From an optimization exercise on the open Yosys and OpenROAD flow, aimed at small area and a short achievable clock period; shortcuts taken in it are not production practice.
Function was checked by simulation only, so behaviour that the tests miss may differ from the original.
Power is estimated from default activity; no workload was simulated.

Design Design_Top, start of the top module:
module Design_Top (
    input  wire    CLK     ,
    input  wire    RST     , 
    input  wire    RX_IN   ,
    output wire    TX_OUT 
);
wire Sync_RST;
RST_Sync u_RST_Sync (
    .RST      (RST      ),
    .clk      (CLK      ),
    .Sync_RST (Sync_RST )
);
wire       RX_Valid_Top;
wire [7:0] Rx_P_Data_Top;
wire [6:0] REG2_UART_Config_Top;
wire [3:0] REG3_DIV_Top;
RX u_RX1(
    .clk_Top        (CLK                         ),
    .rst_Top        (Sync_RST                    ),
    .RX_IN_Top      (RX_IN                       ),
    .Prescale_Top   (REG2_UART_Config_Top[6:2]   ),
    .PAR_EN_TOP     (REG2_UART_Config_Top[0]     ),
    .PAR_TYP_Top    (REG2_UART_Config_Top[1]     ),
    .Data_Valid_Top (RX_Valid_Top                ),
    .P_Data_Top     (Rx_P_Data_Top               )
);
reg [2:0] RX_Valid_Dly;
always @(posedge CLK) begin
    if (!Sync_RST)
        RX_Valid_Dly <= 3'b0;
    else
        RX_Valid_Dly <= {RX_Valid_Dly[1:0], RX_Valid_Top};
end
wire RX_Valid_Syn = RX_Valid_Dly[2];
wire        ALU_Enable_Top, CLK_Gate_En_Top;
wire        ALU_Out_Valid_Top;
wire [15:0] Row_We;
wire        REG_RdEn_Top;
RX_Controler u_RX_Controler(
    .clk         (CLK               ),
    .rst         (Sync_RST          ),
    .ALU_Enable  (ALU_Enable_Top    ),
    .CLK_Gate_En (CLK_Gate_En_Top   ),
    .Row_We      (Row_We            ),
    .REG_RdEn    (REG_RdEn_Top      ),
    .Rx_P_Data   (Rx_P_Data_Top     ),
    .RX_Valid    (RX_Valid_Syn      )
);
wire       REG_Rd_Valid_Top;
wire [7:0] REG_RdData_N;
wire [7:0] Operand_A_Top, Operand_B_Top;
wire       Clearing;
wire [3:0] Eng_Cnt;
wire [15:0] Clr_Row;
genvar k;
generate
    for (k = 0; k < 16; k = k + 1) begin : g_clr
        if (k < 2)
            assign Clr_Row[k] = Clearing && (Eng_Cnt == 4'd15);
  ...
Size in the first run: about 4 I/O pins, about 0.013 mm2 of cells after synthesis.
==> flow/config.mk <==
export PLATFORM = sky130hd
export DESIGN_NAME = Design_Top
export DESIGN_NICKNAME = Design_Top
export VERILOG_FILES = /design/flow/design.v
export SDC_FILE = /design/flow/constraint.sdc
export NUM_CORES = 4
export LEC_CHECK = 0
export ABC_AREA = 1
export CAP_MARGIN = 0
export CORE_MARGIN = 2
export CORE_UTILIZATION = 55
export CTS_BUF_LIST = sky130_fd_sc_hd__clkbuf_8
export CTS_CLUSTER_DIAMETER = 60
export CTS_CLUSTER_SIZE = 20
export SLEW_MARGIN = 0
==> flow/constraint.sdc <==
create_clock -name core_clock -period 35.0 [get_ports {CLK}]
set_input_delay 7.0000 -clock core_clock [delete_from_list [all_inputs] [get_ports {CLK}]]
set_output_delay 7.0000 -clock core_clock [all_outputs]
set_load 0.01 [all_outputs]
run.sh (not shown) runs the stock make flow with config.mk's settings and CLKGATE_MAP_FILE= SYNTH_SCRIPT=/design/flow/synth_recipe.tcl, a recipe that flattens the netlist after the stock synthesis.
Rerun with:
==> flow/flow/run.sh (new file) <==
#!/bin/bash
# The standard layout, with the port buffers made of sky130 buf_4 cells
# (buffer_ports would otherwise pick the slow clkdlybuf4s50_1).
set -euo pipefail
bash standard.sh "BUFFER_PORTS_ARGS=-buffer_cell sky130_fd_sc_hd__buf_4" finish > standard.log 2>&1
==> flow/standard.sh (new file) <==
#!/bin/bash
# synth_recipe.tcl (not shown) runs the flow's synth.tcl, then flattens the netlist and writes it again
# the make line also repeats each setting of config.mk as NAME=value (left out here)
make -C /OpenROAD-flow-scripts/flow DESIGN_CONFIG=/design/flow/config.mk WORK_HOME=/design/flow/orfs CLKGATE_MAP_FILE= SYNTH_SCRIPT=/design/flow/synth_recipe.tcl "${@:-finish}"
Settings changed: CTS_BUF_LIST sky130_fd_sc_hd__clkbuf_8 to sky130_fd_sc_hd__clkbuf_8 sky130_fd_sc_hd__clkbuf_16, CTS_CLUSTER_SIZE 20 to 25.
removed: flow/run.sh
What happened:
- The changed run completed with no timing, DRC or antenna violations
- global-route usage is higher by 0.19 points
- core utilization went up by 1.2 points
- die area stays the same
- design area climbs by about 2%
- setup slack is better by 0.47 ns
- count of clock-buffer cells in the layout went down by 1
- via count is lower by about 0.7%
- power rises by 8.6%
- cell count is about the same
- routed wire length barely changes
Rerun with:
Settings changed: CORE_UTILIZATION 55 to 70, CTS_BUF_LIST sky130_fd_sc_hd__clkbuf_8 sky130_fd_sc_hd__clkbuf_16 to sky130_fd_sc_hd__clkbuf_16, CTS_CLUSTER_DIAMETER 60 to 80, CTS_CLUSTER_SIZE 25 to 30.
=>
- The new run produced a clean layout
- synthesized cell count stays the same
- clock skew is lower by 0.016 ns
- design area is lower by 4.1%
- register-to-register slack improves by 0.11 ns
- first-iteration DRC count is higher by 12%
- total power is lower by 13%


Setup of run 1:
Design_Top, a different RTL version from the one above (not shown whole).
For scale: about 260 flip-flops, roughly 4 I/O pins, ~0.011 mm² of cells after synthesis.
export LEC_CHECK = 0
export ABC_AREA = 1
export CAP_MARGIN = 0
export CORE_MARGIN = 2
export CORE_UTILIZATION = 70
export CTS_BUF_LIST = sky130_fd_sc_hd__clkbuf_16
export CTS_CLUSTER_DIAMETER = 80
export CTS_CLUSTER_SIZE = 30
export SLEW_MARGIN = 0
create_clock -name core_clock -period 35.0 [get_ports {CLK}]
standard.sh (not shown) runs the stock make flow with config.mk's settings and CLKGATE_MAP_FILE= SYNTH_SCRIPT=/design/flow/synth_recipe.tcl, a recipe that flattens the netlist after the stock synthesis.
==> flow/flow/run.sh <==
#!/bin/bash
set -euo pipefail
W=$(pwd)
rm -rf "$W/orfs_scripts"
cp -r "$FLOW_HOME/scripts" "$W/orfs_scripts"
cp "$W/flow/abc_area.script" "$W/orfs_scripts/abc_area.script"
bash standard.sh "SCRIPTS_DIR=$W/orfs_scripts" \
    "BUFFER_PORTS_ARGS=-buffer_cell sky130_fd_sc_hd__buf_4" \
    "ADDER_MAP_FILE=" \
    "CTS_ARGS=-sink_clustering_enable -repair_clock_nets -sink_clustering_size 30 -sink_clustering_max_diameter 80 -buf_list sky130_fd_sc_hd__clkbuf_16 -dont_use_dummy_load" finish > standard.log 2>&1
==> flow/flow/abc_area.script <==
strash
&get -n
&deepsyn -T 150
&put
dch -f
amap
mfs2
strash
dch -f
amap
mfs2
strash
dch -f
amap
topo
Run 1 has completed all stages; timing, DRC and antenna checks passed.
For run 2, these inputs were changed with respect to run 1:
# run 1
export LEC_CHECK = 0
export ABC_AREA = 1
export CAP_MARGIN = 0
export CORE_MARGIN = 2
export CORE_UTILIZATION = 70
export CTS_BUF_LIST = sky130_fd_sc_hd__clkbuf_16
export CTS_CLUSTER_DIAMETER = 80
export CTS_CLUSTER_SIZE = 30
export SLEW_MARGIN = 0
create_clock -name core_clock -period 35.0 [get_ports {CLK}]
# run 2
export LEC_CHECK = 0
export ABC_AREA = 1
export CAP_MARGIN = 0
export CORE_MARGIN = 2
export CORE_UTILIZATION = 70
export CTS_BUF_LIST = sky130_fd_sc_hd__clkbuf_16
export CTS_CLUSTER_DIAMETER = 80
export CTS_CLUSTER_SIZE = 30
export PLACE_DENSITY = 0.75
export SLEW_MARGIN = 0
create_clock -name core_clock -period 35.0 [get_ports {CLK}]
==> flow/flow/run.sh <==
#!/bin/bash
# The standard layout with two changes: the port buffers are sky130 buf_4
# cells (buffer_ports would otherwise pick the slow clkdlybuf4s50_1), and
# synthesis leaves adders to ABC instead of extracting half/full-adder cells
# first (ADDER_MAP_FILE empty). Registers are the standard synthesis's.
set -euo pipefail
bash standard.sh "BUFFER_PORTS_ARGS=-buffer_cell sky130_fd_sc_hd__buf_4" "ADDER_MAP_FILE=" finish > standard.log 2>&1
removed: flow/flow/abc_area.script
On run 2: synthesized cell count is 309 higher than what run 1 gave. Summary of the comparison: total vias in the final route is higher in run 2, relative to run 1. Area growth from synthesis to layout: run 2 vs run 1 down 0.93 points. Number of cell rows delta for run 2 relative to run 1: about 4.3% higher. Run 2 — met2 usage 0.66 points lower, run 1 as reference. For total power, dividing the value from run 2 by the value from run 1 gives 1.12.
Inputs modified between run 2 and run 3:
# run 2
export LEC_CHECK = 0
export ABC_AREA = 1
export CAP_MARGIN = 0
export CORE_MARGIN = 2
export CORE_UTILIZATION = 70
export CTS_BUF_LIST = sky130_fd_sc_hd__clkbuf_16
export CTS_CLUSTER_DIAMETER = 80
export CTS_CLUSTER_SIZE = 30
export PLACE_DENSITY = 0.75
export SLEW_MARGIN = 0
create_clock -name core_clock -period 35.0 [get_ports {CLK}]
# run 3
export LEC_CHECK = 0
export ABC_AREA = 1
export CAP_MARGIN = 0
export CORE_MARGIN = 2
export CORE_UTILIZATION = 70
export CTS_BUF_LIST = sky130_fd_sc_hd__clkbuf_16
export CTS_CLUSTER_DIAMETER = 60
export CTS_CLUSTER_SIZE = 40
export SLEW_MARGIN = 0
create_clock -name core_clock -period 35.0 [get_ports {CLK}]
Clock transition at the register clock pins on the worst setup and hold paths after CTS of run 3 is on par with run 2.
Run 3: setup slack is 0.019 ns lower than what run 2 reported.
The worst endpoint required time of run 2 and that of run 3 are within noise of each other.
Sort run 3 and run 2 by worst hold margin desc -> top: run 2
Run 2 has a higher sequential power share than run 3.
[inputs] run 4 vs run 3
# run 3
export LEC_CHECK = 0
export ABC_AREA = 1
export CAP_MARGIN = 0
export CORE_MARGIN = 2
export CORE_UTILIZATION = 70
export CTS_BUF_LIST = sky130_fd_sc_hd__clkbuf_16
export CTS_CLUSTER_DIAMETER = 60
export CTS_CLUSTER_SIZE = 40
export SLEW_MARGIN = 0
create_clock -name core_clock -period 35.0 [get_ports {CLK}]
# run 4
export LEC_CHECK = 0
export ABC_AREA = 1
export CAP_MARGIN = 0
export CORE_MARGIN = 2
export CORE_UTILIZATION = 70
export CTS_BUF_LIST = sky130_fd_sc_hd__clkbuf_16
export CTS_CLUSTER_DIAMETER = 80
export CTS_CLUSTER_SIZE = 30
export SLEW_MARGIN = 0
create_clock -name core_clock -period 35.0 [get_ports {CLK}]
==> flow/flow/run.sh <==
#!/bin/bash
set -euo pipefail
W=$(pwd)
rm -rf "$W/orfs_scripts"
cp -r "$FLOW_HOME/scripts" "$W/orfs_scripts"
cp "$W/flow/abc_area.script" "$W/orfs_scripts/abc_area.script"
bash standard.sh "SCRIPTS_DIR=$W/orfs_scripts" \
    "BUFFER_PORTS_ARGS=-buffer_cell sky130_fd_sc_hd__buf_4" \
    "ADDER_MAP_FILE=" \
    "CTS_ARGS=-sink_clustering_enable -repair_clock_nets -sink_clustering_size 30 -sink_clustering_max_diameter 80 -buf_list sky130_fd_sc_hd__clkbuf_16 -dont_use_dummy_load" finish > standard.log 2>&1
==> flow/flow/abc_area.script (new file) <==
strash
&get -n
&deepsyn -T 60
&put
dch -f
amap
mfs2
strash
dch -f
amap
mfs2
strash
dch -f
amap
topo
Results
The flow did not stop early for run 4: all stages ran, and the layout cleared the timing, design-rule and antenna checks. simple AND/OR/NAND/NOR gates as the largest family of logic cells by synthesized area was reported by run 3, and compound AO/OA/AOI/OAI gates by run 4. The run showing the greater site row count is run 3. Simple logic cell fraction of the synthesized area, run 4 and run 3: larger value in run 3. Clock buffer count in the final layout, run 4 and run 3, lower one = run 4. Compared with run 3, run 4 shows relative area change from synthesis to final layout lower by 1.3 points. Clock tree cell share of total cell area: run 4 vs run 3 down 2.5 points. Run 3 -> run 4: combinational power decreased by more than a quarter. met1 demand-to-capacity share in global routing in run 4 is 2.4 points above run 3.

afterwards: timing with drivers on the ports:
Ports are ideal in the flow. The routed layouts listed here were re-timed in OpenROAD. Step 1 (the two cells are an assumption about what drives the block):
set clk [get_ports {CLK}]
set_driving_cell -lib_cell sky130_fd_sc_hd__clkbuf_16 $clk
set_driving_cell -lib_cell sky130_fd_sc_hd__buf_2 [delete_from_list [all_inputs] $clk]
Step 2, shift: input delay + t, output delay - t, t = (earliest + latest rising clock arrival at the registers) / 2. This alone moves slack from input paths to output paths. Three values: ideal ports, drivers, drivers and shift; two values: the first two.
run	t, ns	setup WS [ns]	slew at the worst register clock pin (ns)
the first run of note 1	0.619	26.512 / 26.467 / 26.824	0.12 / 0.12
the second run of note 1	0.581	26.983 / 26.935 / 27.234	0.09 / 0.09
the third run of note 1	0.547	26.987 / 26.940 / 27.251	0.11 / 0.11
run 1	0.511	26.993 / 26.951 / 26.942	0.11 / 0.11
run 2	0.536	26.999 / 26.954 / 27.155	0.12 / 0.12
run 3	0.557	26.980 / 26.936 / 27.117	0.11 / 0.11
run 4	0.511	26.993 / 26.951 / 26.942	0.11 / 0.11
After both steps setup and hold are still met in every run listed.
